This is an optimization exercise on Yosys and OpenROAD, whose aim is small area, a short achievable clock period and few clock cycles, not a production implementation. Only simulation tests tie the RTL to the original design; equivalence was not proved. No activity file was given, so power comes from the tool's default toggle rates.

==> flow/design.v <==
package cpu_pkg;
parameter RESET_ADDR = 32'h00000000;
parameter OPC_LOAD   = 7'h03;
parameter OPC_IMM    = 7'h13;
parameter OPC_STORE  = 7'h23;
parameter OPC_ALSU   = 7'h33;
parameter OPC_BRANCH = 7'h63;
parameter OPC_SYSTEM = 7'h73;
parameter OPC_AUIPC  = 7'h17;
parameter OPC_LUI    = 7'h37;
parameter OPC_JALR   = 7'h67;
parameter OPC_JAL    = 7'h6F;
typedef enum logic [2:0] { RES_ADD, RES_XOR, RES_OR, RES_AND,
                           RES_SHIFT, RES_LUI, RES_LINK } res_sel_t;
endpackage
import cpu_pkg::*;
module alu(
  input  logic [31:0] alu_rs1_i,
  input  logic [31:0] alu_rs2_i,       
  input  logic [31:0] alu_imm_i,       
  input  logic        alu_use_imm_i,   
  input  logic        alu_sub_i,
  input  logic        alu_sra_i,       
  input  logic        alu_left_i,      
  input  cpu_pkg::res_sel_t alu_sel_i,
  input  logic [31:0] alu_link_i,
  input  logic [2:0]  alu_funct3_i,    
  output logic        alu_branch_o,
  output logic [31:0] alu_sum_o,
  output logic [31:0] alu_result_o
);
  logic [31:0] op2;
  assign op2 = alu_use_imm_i ? alu_imm_i : alu_rs2_i;
  logic [31:0] add_b, add_p, add_g, add_c;
  logic [31:0] pg_g [0:5];
  logic [31:0] pg_p [0:5];
  assign add_b = alu_sub_i ? ~op2 : op2;
  assign add_p = alu_rs1_i ^ add_b;
  assign add_g = alu_rs1_i & add_b;
  always_comb begin
    for (int i = 0; i < 32; i++) begin
      pg_g[0][i] = (i == 0) ? (add_g[0] | (add_p[0] & alu_sub_i)) : add_g[i];
      pg_p[0][i] = (i == 0) ? 1'b0 : add_p[i];
    end
    for (int l = 0; l < 5; l++) begin
      for (int i = 0; i < 32; i++) begin
        if ((i >> l) & 1) begin
          pg_g[l+1][i] = pg_g[l][i] | (pg_p[l][i] & pg_g[l][((i >> l) << l) - 1]);
          pg_p[l+1][i] = pg_p[l][i] & pg_p[l][((i >> l) << l) - 1];
        end else begin
          pg_g[l+1][i] = pg_g[l][i];
          pg_p[l+1][i] = pg_p[l][i];
        end
      end
    end
    add_c[0] = alu_sub_i;
    for (int i = 1; i < 32; i++) add_c[i] = pg_g[5][i-1];
  end
  assign alu_sum_o = add_p ^ add_c;
  logic [31:0] sh_in, sh_out, sh_rev;
  logic        sh_big, sh_fill;
  always_comb begin
    for (int i = 0; i < 32; i++) sh_in[i] = alu_left_i ? alu_rs1_i[31-i] : alu_rs1_i[i];
  end
  assign sh_big  = |alu_rs2_i[31:5];
  assign sh_fill = alu_sra_i & alu_rs1_i[31];
  always_comb begin
    if (sh_big) sh_out = {32{sh_fill}};
    else        sh_out = 32'($signed({sh_fill, sh_in}) >>> alu_rs2_i[4:0]);
    for (int i = 0; i < 32; i++) sh_rev[i] = alu_left_i ? sh_out[31-i] : sh_out[i];
  end
  always_comb begin
    case (alu_sel_i)
      RES_XOR:   alu_result_o = alu_rs1_i ^ alu_rs2_i;
      RES_OR:    alu_result_o = alu_rs1_i | alu_rs2_i;
      RES_AND:   alu_result_o = alu_rs1_i & alu_rs2_i;
      RES_SHIFT: alu_result_o = sh_rev;
      RES_LUI:   alu_result_o = alu_imm_i;
      RES_LINK:  alu_result_o = alu_link_i;
      default:   alu_result_o = alu_sum_o;
    endcase
  end
  logic is_equal, is_less;
  logic [31:0] lt_l0, eq_l0;
  logic [15:0] lt_l1, eq_l1;
  logic [7:0]  lt_l2, eq_l2;
  logic [3:0]  lt_l3, eq_l3;
  logic [1:0]  lt_l4, eq_l4;
  always_comb begin
    for (int i = 0; i < 32; i++) begin
      eq_l0[i] = ~(alu_rs1_i[i] ^ alu_rs2_i[i]);
      lt_l0[i] = (i == 31) ? (alu_rs1_i[i] & ~alu_rs2_i[i]) : (~alu_rs1_i[i] & alu_rs2_i[i]);
    end
    for (int i = 0; i < 16; i++) begin
      lt_l1[i] = lt_l0[2*i+1] | (eq_l0[2*i+1] & lt_l0[2*i]);
      eq_l1[i] = eq_l0[2*i+1] & eq_l0[2*i];
    end
    for (int i = 0; i < 8; i++) begin
      lt_l2[i] = lt_l1[2*i+1] | (eq_l1[2*i+1] & lt_l1[2*i]);
      eq_l2[i] = eq_l1[2*i+1] & eq_l1[2*i];
    end
    for (int i = 0; i < 4; i++) begin
      lt_l3[i] = lt_l2[2*i+1] | (eq_l2[2*i+1] & lt_l2[2*i]);
      eq_l3[i] = eq_l2[2*i+1] & eq_l2[2*i];
    end
    for (int i = 0; i < 2; i++) begin
      lt_l4[i] = lt_l3[2*i+1] | (eq_l3[2*i+1] & lt_l3[2*i]);
      eq_l4[i] = eq_l3[2*i+1] & eq_l3[2*i];
    end
    is_less  = lt_l4[1] | (eq_l4[1] & lt_l4[0]);
    is_equal = eq_l4[1] & eq_l4[0];
  end
  always_comb begin
    case (alu_funct3_i)
      3'b000:  alu_branch_o = is_equal;
      3'b001:  alu_branch_o = ~is_equal;
      3'b100:  alu_branch_o = is_less;
      default: alu_branch_o = ~is_less;    
    endcase
  end
endmodule
module register_file (
  input  logic        clk_i,
  input  logic        reset_i,
  input  logic [31:1] read_sel_1_i,
  output logic [31:0] read_data_1_o,
  input  logic [31:1] read_sel_2_i,
  output logic [31:0] read_data_2_o,
  input  logic        write_i,
  input  logic [4:0]  write_reg_i,
  input  logic [31:0] write_data_i,
  output logic [31:1] write_en_o,      
  output logic [31:1] valid_next_o     
);
  logic [31:0] regs [1:31];
  logic [31:1] valid;
  always_comb begin
    for (int i = 1; i < 32; i++) write_en_o[i] = write_i & (write_reg_i == 5'(i));
  end
  assign valid_next_o = valid | write_en_o;
  always_comb begin
    read_data_1_o = 32'd0;
    read_data_2_o = 32'd0;
    for (int i = 1; i < 32; i++) begin
      read_data_1_o = read_data_1_o | ({32{read_sel_1_i[i]}} & regs[i]);
      read_data_2_o = read_data_2_o | ({32{read_sel_2_i[i]}} & regs[i]);
    end
  end
  always_ff @(posedge clk_i or posedge reset_i) begin
    if (reset_i) valid <= '0;
    else         valid <= valid_next_o;
  end
  genvar g;
  for (g = 1; g < 32; g++) begin : r
    always_ff @(posedge clk_i) if (write_en_o[g]) regs[g] <= write_data_i;
  end
endmodule
import cpu_pkg::*;
module micro_riscv(
  input logic         clk_i,
  input logic         reset_i,
  output logic [31:0] cpu_data_addr_o,
  input  logic [31:0] cpu_data_rdata_i,
  output logic [31:0] cpu_data_wdata_o,
  output logic        cpu_data_re_o,
  output logic        cpu_data_we_o,
  output logic [31:0] cpu_instr_addr_o,
  input  logic [31:0] cpu_instr_rdata_i,
  output logic        cpu_finish_o
);
  logic [31:0] pc_f;                  
  logic        v_x;                   
  logic [31:0] ir_x;                  
  logic        x_jal, x_jalr, x_br, x_ld, x_st, x_wr, x_fin, x_imm, x_sub, x_sra, x_left;
  cpu_pkg::res_sel_t x_sel;
  logic [31:1] sel1_x, sel2_x;        
  logic        fwd1_x, fwd2_x;        
  logic        lu_x;                  
  logic [31:0] res_m;                 
  logic [31:0] wd_m;                  
  logic [4:0]  rd_m;
  logic        we_m, ld_m, st_m, fin_m;
  assign cpu_instr_addr_o = pc_f;
  assign cpu_data_addr_o  = res_m;
  assign cpu_data_wdata_o = wd_m;
  assign cpu_data_re_o    = ld_m;
  assign cpu_data_we_o    = st_m;
  assign cpu_finish_o     = fin_m;
  logic [31:0] instr;
  logic [6:0]  opcode;
  logic [2:0]  funct3;
  logic [6:0]  funct7;
  logic [4:0]  rs1, rs2, rd;
  assign instr  = cpu_instr_rdata_i;
  assign opcode = instr[6:0];
  assign funct3 = instr[14:12];
  assign funct7 = instr[31:25];
  assign rs1    = instr[19:15];
  assign rs2    = instr[24:20];
  assign rd     = instr[11:7];
  logic d_jal, d_jalr, d_br, d_ld, d_st, d_wr, d_use1, d_use2, d_fin;
  logic d_imm, d_sub, d_sra, d_left;
  cpu_pkg::res_sel_t d_sel;
  always_comb begin
    d_jal  = 1'b0; d_jalr = 1'b0; d_br = 1'b0; d_ld = 1'b0; d_st = 1'b0;
    d_wr   = 1'b0; d_use1 = 1'b0; d_use2 = 1'b0; d_fin = 1'b0;
    d_imm  = 1'b0; d_sub  = 1'b0; d_sra  = 1'b0; d_left = 1'b0;
    d_sel  = RES_ADD;
    case (opcode)
      OPC_JAL:  begin d_jal = 1'b1; d_wr = 1'b1; d_sel = RES_LINK; end
      OPC_JALR: begin d_jalr = 1'b1; d_wr = 1'b1; d_use1 = 1'b1; d_imm = 1'b1; d_sel = RES_LINK; end
      OPC_BRANCH: begin
        d_use1 = 1'b1; d_use2 = 1'b1;
        if (funct3[1]) d_fin = 1'b1; else d_br = 1'b1;
      end
      OPC_LOAD:  begin d_ld = 1'b1; d_wr = 1'b1; d_use1 = 1'b1; d_imm = 1'b1; end
      OPC_STORE: begin d_st = 1'b1; d_use1 = 1'b1; d_use2 = 1'b1; d_imm = 1'b1; end
      OPC_LUI:   begin d_wr = 1'b1; d_sel = RES_LUI; end
      OPC_IMM: begin
        if (funct3 == 3'b000) begin d_wr = 1'b1; d_use1 = 1'b1; d_imm = 1'b1; end
        else d_fin = 1'b1;
      end
      OPC_ALSU: begin
        d_use1 = 1'b1; d_use2 = 1'b1; d_wr = 1'b1;
        d_sub  = funct7[5];
        d_sra  = funct7[5];
        d_left = ~funct3[2];
        case (funct3)
          3'b000:  begin d_sel = RES_ADD;   if (funct7 != 7'h00 && funct7 != 7'h20) d_fin = 1'b1; end
          3'b101:  begin d_sel = RES_SHIFT; if (funct7 != 7'h00 && funct7 != 7'h20) d_fin = 1'b1; end
          3'b001:  begin d_sel = RES_SHIFT; if (funct7 != 7'h00) d_fin = 1'b1; end
          3'b100:  begin d_sel = RES_XOR;   if (funct7 != 7'h00) d_fin = 1'b1; end
          3'b110:  begin d_sel = RES_OR;    if (funct7 != 7'h00) d_fin = 1'b1; end
          3'b111:  begin d_sel = RES_AND;   if (funct7 != 7'h00) d_fin = 1'b1; end
          default: d_fin = 1'b1;
        endcase
      end
      default: d_fin = 1'b1;     
    endcase
    if (d_fin) begin
      d_jal = 1'b0; d_jalr = 1'b0; d_br = 1'b0; d_ld = 1'b0; d_st = 1'b0; d_wr = 1'b0;
      d_use1 = 1'b0; d_use2 = 1'b0;
    end
    if (rd == 5'd0) d_wr = 1'b0;
  end
  logic [31:1] wen, valid_next, dec1, dec2;
  logic        f_fwd1, f_fwd2, f_lu;
  logic [4:0]  rd_x;
  assign rd_x   = ir_x[11:7];
  assign f_fwd1 = v_x & x_wr & (rd_x == rs1);
  assign f_fwd2 = v_x & x_wr & (rd_x == rs2);
  assign f_lu   = x_ld & ((f_fwd1 & d_use1) | (f_fwd2 & d_use2));
  logic [31:1] rd_sel_ok;
  always_comb begin
    for (int i = 1; i < 32; i++) begin
      rd_sel_ok[i] = valid_next[i] & ~(v_x & x_wr & (rd_x == 5'(i)));
      dec1[i] = (rs1 == 5'(i)) & rd_sel_ok[i];
      dec2[i] = (rs2 == 5'(i)) & rd_sel_ok[i];
    end
  end
  logic [31:0] rf_rd1, rf_rd2, rs1v, rs2v;
  logic [31:0] wb_data;
  register_file reg_file_i (
    .clk_i         (clk_i),
    .reset_i       (reset_i),
    .read_sel_1_i  (sel1_x),
    .read_data_1_o (rf_rd1),
    .read_sel_2_i  (sel2_x),
    .read_data_2_o (rf_rd2),
    .write_i       (we_m),
    .write_reg_i   (rd_m),
    .write_data_i  (wb_data),
    .write_en_o    (wen),
    .valid_next_o  (valid_next)
  );
  assign rs1v = rf_rd1 | ({32{fwd1_x}} & res_m);
  assign rs2v = rf_rd2 | ({32{fwd2_x}} & res_m);
  logic [31:0] x_immv;
  always_comb begin
    if (x_st)                 x_immv = {{20{ir_x[31]}}, ir_x[31:25], ir_x[11:7]};    
    else if (x_sel == RES_LUI) x_immv = {ir_x[31:12], 12'b0};                        
    else                      x_immv = {{20{ir_x[31]}}, ir_x[31:20]};                
  end
  logic        br_cond;
  logic [31:0] sum, result;
  alu alu_i (
    .alu_rs1_i     (rs1v),
    .alu_rs2_i     (rs2v),
    .alu_imm_i     (x_immv),
    .alu_use_imm_i (x_imm),
    .alu_sub_i     (x_sub),
    .alu_sra_i     (x_sra),
    .alu_left_i    (x_left),
    .alu_sel_i     (x_sel),
    .alu_link_i    (pc_f),
    .alu_funct3_i  (ir_x[14:12]),
    .alu_branch_o  (br_cond),
    .alu_sum_o     (sum),
    .alu_result_o  (result)
  );
  logic [31:0] bj_imm, bj_imm_m4, bj_tgt;
  assign bj_imm    = lu_x  ? 32'd0 :
                     x_jal ? {{12{ir_x[31]}}, ir_x[19:12], ir_x[20], ir_x[30:21], 1'b0}
                           : {{20{ir_x[31]}}, ir_x[7], ir_x[30:25], ir_x[11:8], 1'b0};
  assign bj_imm_m4 = bj_imm - 32'd4;
  assign bj_tgt    = pc_f + bj_imm_m4;
  logic fire, redirect;
  assign fire     = v_x & ~lu_x & ~fin_m;
  assign redirect = fire & (x_jal | x_jalr | (x_br & br_cond)) | (v_x & lu_x);
  assign wb_data = ld_m ? cpu_data_rdata_i : res_m;
  always_ff @(posedge clk_i or posedge reset_i) begin
    if (reset_i) begin
      pc_f  <= RESET_ADDR;
      v_x   <= 1'b0;
      we_m  <= 1'b0;
      ld_m  <= 1'b0;
      st_m  <= 1'b0;
      fin_m <= 1'b0;
    end else begin
      we_m  <= fire & x_wr;
      ld_m  <= fire & x_ld;
      st_m  <= fire & x_st;
      fin_m <= fin_m | (fire & x_fin);
      v_x   <= ~redirect;
      pc_f  <= redirect ? (x_jalr & ~lu_x ? sum : bj_tgt) : pc_f + 32'd4;
    end
  end
  always_ff @(posedge clk_i) begin
    ir_x   <= instr;
    x_jal  <= d_jal;  x_jalr <= d_jalr; x_br  <= d_br;  x_ld  <= d_ld;  x_st   <= d_st;
    x_wr   <= d_wr;   x_fin  <= d_fin;  x_imm <= d_imm; x_sub <= d_sub; x_sra  <= d_sra;
    x_left <= d_left; x_sel  <= d_sel;
    sel1_x <= dec1;
    sel2_x <= dec2;
    fwd1_x <= f_fwd1;
    fwd2_x <= f_fwd2;
    lu_x   <= f_lu;
    res_m  <= result;
    wd_m   <= rs2v;
    rd_m   <= rd_x;
  end
endmodule
==> flow/flow/run.sh <==
#!/bin/bash
set -euo pipefail
export SETUP_SLACK_MARGIN=11.5
export BUFFER_PORTS_ARGS="-buffer_cell sky130_fd_sc_hd__buf_4"
DONT_USE="sky130_fd_sc_hd__probe_p_8 sky130_fd_sc_hd__probec_p_8 sky130_fd_sc_hd__lpflow_bleeder_1 sky130_fd_sc_hd__lpflow_clkbufkapwr_1 sky130_fd_sc_hd__lpflow_clkbufkapwr_16 sky130_fd_sc_hd__lpflow_clkbufkapwr_2 sky130_fd_sc_hd__lpflow_clkbufkapwr_4 sky130_fd_sc_hd__lpflow_clkbufkapwr_8 sky130_fd_sc_hd__lpflow_clkinvkapwr_1 sky130_fd_sc_hd__lpflow_clkinvkapwr_16 sky130_fd_sc_hd__lpflow_clkinvkapwr_2 sky130_fd_sc_hd__lpflow_clkinvkapwr_4 sky130_fd_sc_hd__lpflow_clkinvkapwr_8 sky130_fd_sc_hd__lpflow_decapkapwr_12 sky130_fd_sc_hd__lpflow_decapkapwr_3 sky130_fd_sc_hd__lpflow_decapkapwr_4 sky130_fd_sc_hd__lpflow_decapkapwr_6 sky130_fd_sc_hd__lpflow_decapkapwr_8 sky130_fd_sc_hd__lpflow_inputiso0n_1 sky130_fd_sc_hd__lpflow_inputiso0p_1 sky130_fd_sc_hd__lpflow_inputiso1n_1 sky130_fd_sc_hd__lpflow_inputiso1p_1 sky130_fd_sc_hd__lpflow_inputisolatch_1 sky130_fd_sc_hd__lpflow_isobufsrc_1 sky130_fd_sc_hd__lpflow_isobufsrc_16 sky130_fd_sc_hd__lpflow_isobufsrc_2 sky130_fd_sc_hd__lpflow_isobufsrc_4 sky130_fd_sc_hd__lpflow_isobufsrc_8 sky130_fd_sc_hd__lpflow_isobufsrckapwr_16 sky130_fd_sc_hd__lpflow_lsbuf_lh_hl_isowell_tap_1 sky130_fd_sc_hd__lpflow_lsbuf_lh_hl_isowell_tap_2 sky130_fd_sc_hd__lpflow_lsbuf_lh_hl_isowell_tap_4 sky130_fd_sc_hd__lpflow_lsbuf_lh_isowell_4 sky130_fd_sc_hd__lpflow_lsbuf_lh_isowell_tap_1 sky130_fd_sc_hd__lpflow_lsbuf_lh_isowell_tap_2 sky130_fd_sc_hd__lpflow_lsbuf_lh_isowell_tap_4 sky130_fd_sc_hd__a2111o_1 sky130_fd_sc_hd__a2111o_2 sky130_fd_sc_hd__a2111o_4 sky130_fd_sc_hd__a2111oi_0 sky130_fd_sc_hd__a2111oi_1 sky130_fd_sc_hd__a2111oi_2 sky130_fd_sc_hd__a2111oi_4 sky130_fd_sc_hd__a222oi_1 sky130_fd_sc_hd__a311o_1 sky130_fd_sc_hd__a311o_2 sky130_fd_sc_hd__a311o_4 sky130_fd_sc_hd__a311oi_1 sky130_fd_sc_hd__a311oi_2 sky130_fd_sc_hd__a311oi_4 sky130_fd_sc_hd__a32o_1 sky130_fd_sc_hd__a32o_2 sky130_fd_sc_hd__a32o_4 sky130_fd_sc_hd__a32oi_1 sky130_fd_sc_hd__a32oi_2 sky130_fd_sc_hd__a32oi_4 sky130_fd_sc_hd__a41o_1 sky130_fd_sc_hd__a41o_2 sky130_fd_sc_hd__a41o_4 sky130_fd_sc_hd__a41oi_1 sky130_fd_sc_hd__a41oi_2 sky130_fd_sc_hd__a41oi_4 sky130_fd_sc_hd__nor4_1 sky130_fd_sc_hd__nor4_2 sky130_fd_sc_hd__nor4_4 sky130_fd_sc_hd__nor4b_1 sky130_fd_sc_hd__nor4b_2 sky130_fd_sc_hd__nor4b_4 sky130_fd_sc_hd__nor4bb_1 sky130_fd_sc_hd__nor4bb_2 sky130_fd_sc_hd__nor4bb_4 sky130_fd_sc_hd__o2111a_1 sky130_fd_sc_hd__o2111a_2 sky130_fd_sc_hd__o2111a_4 sky130_fd_sc_hd__o2111ai_1 sky130_fd_sc_hd__o2111ai_2 sky130_fd_sc_hd__o2111ai_4 sky130_fd_sc_hd__o311a_1 sky130_fd_sc_hd__o311a_2 sky130_fd_sc_hd__o311a_4 sky130_fd_sc_hd__o311ai_0 sky130_fd_sc_hd__o311ai_1 sky130_fd_sc_hd__o311ai_2 sky130_fd_sc_hd__o311ai_4 sky130_fd_sc_hd__o32a_1 sky130_fd_sc_hd__o32a_2 sky130_fd_sc_hd__o32a_4 sky130_fd_sc_hd__o32ai_1 sky130_fd_sc_hd__o32ai_2 sky130_fd_sc_hd__o32ai_4 sky130_fd_sc_hd__o41a_1 sky130_fd_sc_hd__o41a_2 sky130_fd_sc_hd__o41a_4 sky130_fd_sc_hd__o41ai_1 sky130_fd_sc_hd__o41ai_2 sky130_fd_sc_hd__o41ai_4 sky130_fd_sc_hd__or4_1 sky130_fd_sc_hd__or4_2 sky130_fd_sc_hd__or4_4 sky130_fd_sc_hd__or4b_1 sky130_fd_sc_hd__or4b_2 sky130_fd_sc_hd__or4b_4 sky130_fd_sc_hd__or4bb_1 sky130_fd_sc_hd__or4bb_2 sky130_fd_sc_hd__or4bb_4"
bash standard.sh "DONT_USE_CELLS=$DONT_USE" finish > standard_flow.log 2>&1
==> flow/standard.sh <==
#!/bin/bash
# synth_recipe.tcl (not shown) runs the flow's synth.tcl, then flattens the netlist and writes it again
# the make line also repeats each setting of config.mk as NAME=value (left out here)
make -C /OpenROAD-flow-scripts/flow DESIGN_CONFIG=/design/flow/config.mk WORK_HOME=/design/flow/orfs CLKGATE_MAP_FILE= SYNTH_SCRIPT=/design/flow/synth_recipe.tcl "${@:-finish}"
==> flow/config.mk <==
export PLATFORM = sky130hd
export DESIGN_NAME = micro_riscv
export DESIGN_NICKNAME = micro_riscv
export VERILOG_FILES = /design/flow/design.v
export SDC_FILE = /design/flow/constraint.sdc
export NUM_CORES = 8
export LEC_CHECK = 0
export CAP_MARGIN = 20
export CORE_MARGIN = 2
export CORE_UTILIZATION = 45
export CTS_CLUSTER_DIAMETER = 100
export CTS_CLUSTER_SIZE = 24
export PLACE_DENSITY = 0.65
export SLEW_MARGIN = 20
export TNS_END_PERCENT = 2
==> flow/constraint.sdc <==
create_clock -name core_clock -period 16.0 [get_ports {clk_i}]
set_input_delay 3.2000 -clock core_clock [delete_from_list [all_inputs] [get_ports {clk_i}]]
set_output_delay 3.2000 -clock core_clock [all_outputs]
set_load 0.01 [all_outputs]
==> metrics.md <==
| Metric | Value |
|---|---|
| Outcome | `complete, no violations` |
| Cell Count Post-Placement | `around 6600` |
| Post-Route WL | `slightly above 300000 um` |
| Fin. max-slew vios | `0` |
| Layout Cells excl Fill | `6893` |
| Max-cap violations | `0` |
| Die H | `between 300 and 400 um` |
| RePlAce Congestion | `about 1.1` |
| Post-Syn Instances | `approximately 5000` |
| Critical Path Start | `sel2_x[31]` |
| Hold Path Origin | `x_fin` |
| Hold Path Class | `reg2reg` |
| Post-synth ARST share | `5.52%` |
| H-tree depth | `2` |
| Worst reg2reg path startpoint | `sel2_x[31]` |
| Horiz. Die Dim | `370 um` |
| CP Capture Type | `flip-flop` |
| Top FF cell, synth | `edfxtp_1` |
| Final setup viols | `0` |
| Row count | `about 130` |
| Minimum clock period | `around 4700 ps` |
| CTS tree | `yes` |
| Global-route wire length before repair | `between 400000 and 500000 um` |
| Largest net degree at the start of global routing | `65` |
| Crit path DAT | `5250 ps` |
| Sw Pwr | `about 1.4 mW` |
| Crit-path max FO | `46` |
| Hpwl dp | `between 150000 and 200000 um` |
| Vias in the first global route | `between 40000 and 50000` |
| CTS Root Buffer Type | `clkbuf_16` |
| Reg2reg end | `res_m[2]` |
| Critical Path Start Type | `flip-flop` |
| Power share of the clock group | `between 30 and 40%` |
| Initial core utilization | `45.2%` |
| Layout Skew | `approximately 42 ps` |
| IO buf count | `164` |
| Reg2reg setup slack | `between 10000 and 15000 ps` |
| Cell variety after synth | `71` |
| Final Cell Area | `between 60000 and 70000 um^2` |
| P_int | `~4.3 mW` |
| Leakage power | `around 22 nW` |
| Drc violations | `0` |
| Register area share after synthesis | `approximately 58%` |
| Syn-to-layout area delta | `13.2%` |
| Number of CTS-inserted buffers | `59` |
| Achievable Freq | `roughly 0.21 GHz` |
| Layout cells sized above 1 | `approximately 18%` |
| CP Class | `reg2reg` |
| Cell with the largest stage delay on the worst path | `mux4_2` |
| Initial antenna violation count | `19` |
| Final ANT Viol Nets | `0` |
| Setup TNS | `0 ps` |
| I/O pin total | `approximately 170` |
| Number of flops mapped to enable cells by yosys | `992` |
| Syn Nets | `5125` |
| CTS Sinks | `roughly 1200` |
| CP peak stage delay | `730 ps` |
| WP data required | `around 17000 ps` |
| Comb pwr share | `under 10%` |
| Slew @ Worst Pin | `approximately 1200 ps` |
| Post-DP Area | `about 64000 um^2` |
| Synthesized area per cell | `around 12 um^2` |
| R2r worst-path depth | `12` |
| Worst Path Buf+Inv | `3` |
| Most common cell after layout, fill and taps aside | `a22oi_1` |
| Final hold viol count | `0` |
| Yosys warning count | `6` |
| Drt pass-1 iters | `11` |
| Sw Share | `about a quarter` |
| Part of the cycle the worst path needs | `29.3%` |
| Vias per inst | `roughly 7.7` |
| Hold Path End | `fin_m` |
| RSZ-0062 raised after global routing | `true` |
| Register share of total power | `between 60 and 70%` |
| Core area | `around 130000 um^2` |
| CP cell instances | `buf_12 -> a22oi_1 -> and4_1 -> nand4_4 -> buf_16 -> inv_6 -> mux2i_2 -> mux4_2 -> mux2i_1 -> nor3_1 -> a221o_1 -> o22ai_1` |
| CP delay by family, top | `compound AO/OA/AOI/OAI gates` |
| Initial DRC Count | `13100` |
| Worst Hold Depth | `2` |
| Max Buffers Root-to-Sink | `3` |
| Max VDD drop | `0.0975 mV` |
| Vias | `53300` |
| Cell area after synthesis | `about 60000 um^2` |
| Gr usage total | `a little over two fifths` |
| Clk pin slew, worst setup/hold paths | `110 ps` |
| Routed len/inst | `~45 um` |
| Power density cells | `between 80 and 90 nW/um^2` |
| #FFs+latches synth | `roughly 1200` |
| Clk latency of the worst-skew pair | `about 770 ps` |
| Nets | `approximately 5300` |
| Slew HR | `between 20 and 25%` |
| Die area | `137000 um^2` |
| Commonest non-fill, non-tap cells in the layout | `a22oi_1 (1026), edfxtp_1 (992), buf_4 (351)` |
| Remaining global-route overflow | `0` |
==> per-stage QoR <==
stage	total power, mW	setup slack, ps	utilization, %	hold slack [ps]
4_1_cts	5.68	11360	50.5	456
3_3_place_gp	3.98	10170	47.9	433
6_report	5.71	11310	51.2	452
5_1_grt	5.84	11330	51.2	472
3_5_place_dp	3.98	10140	47.9	435
2_1_floorplan	3.82	11510	-	329
==> power by group through the flow <==
| stage | Clock (mW) | Sequential, mW | Combinational [mW] |
|---|---|---|---|
| after floorplan | 0 | 3.57 | 0.257 |
| after global placement | 0 | 3.59 | 0.387 |
| after detailed placement | 0 | 3.59 | 0.392 |
| after CTS | 1.77 | 3.51 | 0.400 |
| after global routing | 1.88 | 3.51 | 0.448 |
| final | 1.78 | 3.51 | 0.413 |
==> area by class of cell <==
class | instances | area, um^2
diodes | 17 | 42.5
clock buffers | 89 | 1600
clock inverters | 7 | 120
fillers | 11500 | 64900
inverters | 185 | 718
multi-input cells | 3146 | 23900
flip-flops and latches | 1232 | 35200
well taps | 1768 | 2210
repair buffers | 449 | 4400
==> state kept, by name, indices dropped and copies added, names as in the netlist, 3 cells and up <==
name,flops
ir_x,25
wd_m,32
sel1_x,31
x_sel,3
reg_file_i.regs,992
reg_file_i.valid,31
pc_f,32
sel2_x,31
rd_m,5
res_m,32
==> what timing repair did <==
action / 4_1_cts / 5_1_grt
endpoints found under the setup margin: 129 / 120
pin swaps: 18 / 22
gates cloned: 3 / 4
hold buffers: 0 / 0
gates resized for setup: 292 / 88
setup buffers: 76 / 57
==> cell families after synthesis <==
logic type,after synthesis,share of synthesized area (%)
multiplexers,174,3.56
buffers and inverters,490,3.41
adder cells (fa/ha/maj),191,4.04
XOR/XNOR,125,1.82
AND/OR/NAND/NOR,1119,10.9
AO/OA/AOI/OAI,1537,18.3
flip-flops,1232,58.0
==> worst min-delay path, delay by kind of cell (launching register included) <==
kind / cells / cell delay, ps
AND/OR/NAND/NOR: 2 / 120
flip-flops: 1 / 310
==> metal layers <==
metal,part of all wire [%],vias up,global-route usage (%)
met5,0.20,-,3.11
met4,10,6,31.7
met3,17,1891,19.8
met2,41,5963,62.1
met1,33,25600,51.1
li1,-,19800,-
==> synth_stat cells (all sizes together) (36+ instances only) <==
| cell | number | area [um^2] |
|---|---|---|
| nor2 | 211 | 800 |
| buf | 143 | 751 |
| xnor2 | 94 | 823 |
| a221oi | 43 | 383 |
| nand4 | 89 | 606 |
| and4 | 236 | 2070 |
| a22oi | 1032 | 7750 |
| dfrtp | 68 | 1700 |
| a21oi | 102 | 510 |
| inv | 184 | 693 |
| and3 | 36 | 225 |
| mux2 | 43 | 484 |
| mux2i | 103 | 1030 |
| or2 | 47 | 294 |
| ha | 185 | 2310 |
| a211oi | 39 | 293 |
| nand3 | 87 | 435 |
| o21ai | 142 | 711 |
| nor3 | 83 | 438 |
| edfxtp | 992 | 29800 |
| nand2 | 190 | 713 |
| clkbuf | 162 | 608 |
| dfxtp | 172 | 3440 |
==> how the worst max path moves through the flow <==
stage | endpoint | slack (ps) | cells after the start
2_1_floorplan | pc_f[31] | 11510 | 20
3_3_place_gp | res_m[22] | 10170 | 18
3_5_place_dp | res_m[22] | 10140 | 18
4_1_cts | cpu_data_addr_o[10] | 11360 | 2
5_1_grt | pc_f[31] | 11330 | 19
6_report | res_m[2] | 11310 | 12
Testbench counts, summed over its fixed seeds: cycles 35,011.

what the ideal ports hide:
The flow's constraints put no driver on any port. The routed layout listed below was extracted and timed again, unchanged, in two steps. Step 1, drivers: a clkbuf_16 drives clk_i and a buf_2 each remaining input, both assumed. Step 2, shift: input delay + t, output delay - t, t = (earliest + latest rising clock arrival at the registers) / 2. This alone moves slack from input paths to output paths. a / b / c = no drivers / after step 1 / after step 2; a / b = the first two.
t (ns): 0.834
setup WS [ns]: 11.307 / 11.251 / 10.804
hold slack, ns: 0.452 / 0.452 / 0.452
latest minus earliest clock arrival (ns): 0.042 / 0.042
worst register clock-pin slew, ns: 0.11 / 0.11
After both steps this run still meets setup and hold. For this run, drivers alone change the setup slack by -0.056 ns; drivers and shift together by -0.503 ns.
